Source: an optimization exercise on an open RTL-to-GDS flow (aim: small area). Production flows keep margins and buffers that such runs may drop.
Function was checked by simulation only, so behaviour that the tests miss may differ from the original.
No activity file was given, so power comes from the tool's default toggle rates.

== run C ==
Design simple_microprocessor, start of the top module:
module simple_microprocessor(btnC,btnU,btnL,btnR,btnD,CLK100MHZ,rst_in,sw,seg,an);
make LEC_CHECK=0 ABC_AREA=1 CAP_MARGIN=20 CORE_MARGIN=2 CORE_UTILIZATION=60 CTS_BUF_LIST='sky130_fd_sc_hd__clkbuf_4 sky130_fd_sc_hd__clkbuf_8' SLEW_MARGIN=20 finish   # period 10.0 ns
run.sh (not shown) runs the stock make flow with config.mk's settings and CLKGATE_MAP_FILE= SYNTH_SCRIPT=/design/flow/synth_recipe.tcl, a recipe that flattens the netlist after the stock synthesis.
Input-level comparison between run B and run C:
--- a/flow/config.mk
+++ b/flow/config.mk
@@ -11,3 +11,4 @@
 export CORE_UTILIZATION = 60
-export CTS_BUF_LIST = sky130_fd_sc_hd__clkbuf_4 sky130_fd_sc_hd__clkbuf_8
+export CTS_CLUSTER_DIAMETER = 100
+export CTS_CLUSTER_SIZE = 30
 export SLEW_MARGIN = 20
Findings:
- Changes observed in run B relative to run C: layout buffering overhead excluding clock cells about even, share of cell area taken by muxes after synthesis about even, number of H-tree levels fell 1, die height about even, share of post-route cells with drive strength above 1 fell 3.3 points.
- Going from run C to run B, clock power down about 40%, setup slack of the critical path after layout has increased, part of the power in the clock network saw a decrease.

---

Another version of the RTL of simple_microprocessor (not shown whole).
Size in the first run: ~1400 cells after synthesis, roughly 290 flip-flops, about 34 I/O pins, roughly 0.015 mm^2 of cells after synthesis.
make LEC_CHECK=0 CAP_MARGIN=20 CORE_MARGIN=2 CORE_UTILIZATION=40 SLEW_MARGIN=20 finish   # period 10.0 ns
==> next run, changes <==
--- a/flow/config.mk
+++ b/flow/config.mk
@@ -7,0 +8 @@
+export ABC_AREA = 1
@@ -10 +11,2 @@
-export CORE_UTILIZATION = 40
+export CORE_UTILIZATION = 60
+export CTS_BUF_LIST = sky130_fd_sc_hd__clkbuf_4 sky130_fd_sc_hd__clkbuf_8
- sequential power is about the same
- hold slack degrades by 0.012 ns
- count of clock-buffer cells in the layout rose by 32
- routed wire length rose by 1.4%
- non-clock buffer count fell by 9

---

Another version of the RTL of simple_microprocessor (not shown whole).
Size: roughly 290 flip-flops, ~34 I/O pins, ~14000 µm² of cells after synthesis.
Settings: LEC_CHECK=0, ABC_AREA=1, CAP_MARGIN=20, CORE_MARGIN=2, CORE_UTILIZATION=75, CTS_CLUSTER_DIAMETER=100, CTS_CLUSTER_SIZE=30, PLACE_DENSITY=0.85, SLEW_MARGIN=20; clock period 10.0 ns.
Next try:
- CORE_UTILIZATION: 75 -> 60
- PLACE_DENSITY: 0.85 -> unset
What happened:
- die area grows by 24%
- maximum frequency rises by 0.51%
- core utilization is lower by 16 points
- final cell count grows by 4.2%

---

simple_microprocessor again, from the RTL that the note above started with.
// simple_microprocessor
module simple_microprocessor(btnC,btnU,btnL,btnR,btnD,CLK100MHZ,rst_in,sw,seg,an);
Settings: LEC_CHECK=0, ABC_AREA=1, CAP_MARGIN=0, CORE_MARGIN=2, CORE_UTILIZATION=75, CTS_CLUSTER_DIAMETER=100, CTS_CLUSTER_SIZE=30, PLACE_DENSITY=0.85, SLEW_MARGIN=0; clock period 10.0 ns.
standard.sh (not shown) runs the stock make flow with config.mk's settings and CLKGATE_MAP_FILE= SYNTH_SCRIPT=/design/flow/synth_recipe.tcl, a recipe that flattens the netlist after the stock synthesis.
==> flow/flow/run.sh <==
#!/bin/bash
# Own flow: the standard synthesis, then its combinational logic re-mapped
# for area with ABC (registers kept as they are), then the standard layout.
set -e
W=$(pwd)
PLAT=${FLOW_PLATFORM:-sky130hd}
YOSYS=$FLOW_HOME/../tools/install/yosys/bin/yosys
LIB=$FLOW_HOME/platforms/$PLAT/lib/sky130_fd_sc_hd__tt_025C_1v80.lib
R=$W/orfs/results/$PLAT/simple_microprocessor/base

# 1. standard synthesis
bash standard.sh synth > $W/log_1_standard_synth.txt 2>&1

# 2. re-map the combinational logic
cp $R/1_2_yosys.v $W/std_netlist.v
python3 $W/flow/genmodels.py $LIB > $W/cell_models.v 2> $W/log_2_genmodels.txt
DONTUSE=$(grep -o 'cell *( *"\?sky130_fd_sc_hd__\(lpflow\|probe\)[a-z0-9_]*' $LIB | sed 's/.*(\s*"\?//' | sort -u | sed 's/^/-dont_use /' | tr '\n' ' ')
cat > $W/remap.ys <<EOY
read_verilog $W/cell_models.v
read_liberty -lib -ignore_redef $LIB
read_verilog $W/std_netlist.v
hierarchy -top $FLOW_TOP
flatten
techmap
opt -purge
abc -liberty $LIB $DONTUSE -script $W/flow/remap.abc
opt_clean -purge
stat -liberty $LIB
write_verilog -noattr -noexpr $W/remapped.v
EOY
$YOSYS -s $W/remap.ys > $W/log_3_remap.txt 2>&1

# the registers must be the standard synthesis's, cell for cell
ffs() { grep -oE 'sky130_fd_sc_hd__(df|edf|sdf|dl)[a-z0-9_]* +[^ (]+' "$1" | sort; }
if ! diff <(ffs $W/std_netlist.v) <(ffs $W/remapped.v) > $W/log_4_regcheck.txt 2>&1; then
    echo "register mismatch after re-mapping" >&2
    exit 1
fi

# 3. standard layout from the re-mapped netlist
cp $W/remapped.v $R/1_2_yosys.v
rm -f $R/1_synth.odb $R/1_synth.sdc
# the same port buffers as the standard flow, in the smallest buffer cell
BUFFER_PORTS_ARGS="-buffer_cell sky130_fd_sc_hd__buf_1" bash standard.sh finish > $W/log_5_standard_layout.txt 2>&1
==> flow/flow/remap.abc <==
strash
dc2
dch -f
amap
mfs2
strash
dc2
dch -f
amap
mfs2
strash
dch -f
amap
mfs2
strash
dch -f
amap
mfs2
strash
dch -f
amap
topo
Other scripts of this flow, unchanged in this note and not shown: flow/flow/genmodels.py
The first run finished clean.
Change:
==> flow/flow/remap.abc (replaced) <==
strash
dc2
dch -f
amap
mfs2
strash
dc2
dch -f
amap
mfs2
strash
dch -f
amap
topo
CAP_MARGIN = 20   (was 0)
SLEW_MARGIN = 20   (was 0)
Outcome: Maximum frequency is lower by a few percent. Synthesized area barely changes. Combinational power increases to 5.2 times its value. Non-clock buffer count goes down by 1. Total power rises by about a fifth. Global-route usage fell by 1.4 points. Core utilization increases by 0.19 points.

-- what the ideal ports hide --
In the flow no input, the clock included, has a driving cell. The finished layouts below were timed again as built, in two steps.
Step 1: set_driving_cell puts a clkbuf_16 on CLK100MHZ and a buf_2 on each other input, an assumption about the parent block.
Step 2 times the ports against the registers' clock, not the clock port: input delays grow and output delays shrink by t, the midpoint of the rising clock arrivals with the driver on.
Three values: ideal, step 1, step 2; two values: the first two.
run	t (ns)	setup WS [ns]	worst setup path after step 2
run C	0.607	4.458 / 4.458 / 3.943	input to register
run B	0.538	4.466 / 4.466 / 4.060	input to register
the first run of note 2	0.632	3.434 / 3.434 / 3.434	register to register
the second run of note 2	0.600	4.741 / 4.694 / 5.036	register to register
the first run of note 3	0.546	4.035 / 4.035 / 4.035	register to register
the second run of note 3	0.540	4.066 / 4.066 / 4.066	register to register
the first run of note 4	0.540	2.198 / 2.198 / 2.198	register to register
the second run of note 4	0.543	1.872 / 1.872 / 1.872	register to register
After both steps every run listed still meets setup and hold. The setup slack of run C, which loses most, moves by 0.000 ns with the drivers and by -0.515 ns with both steps.
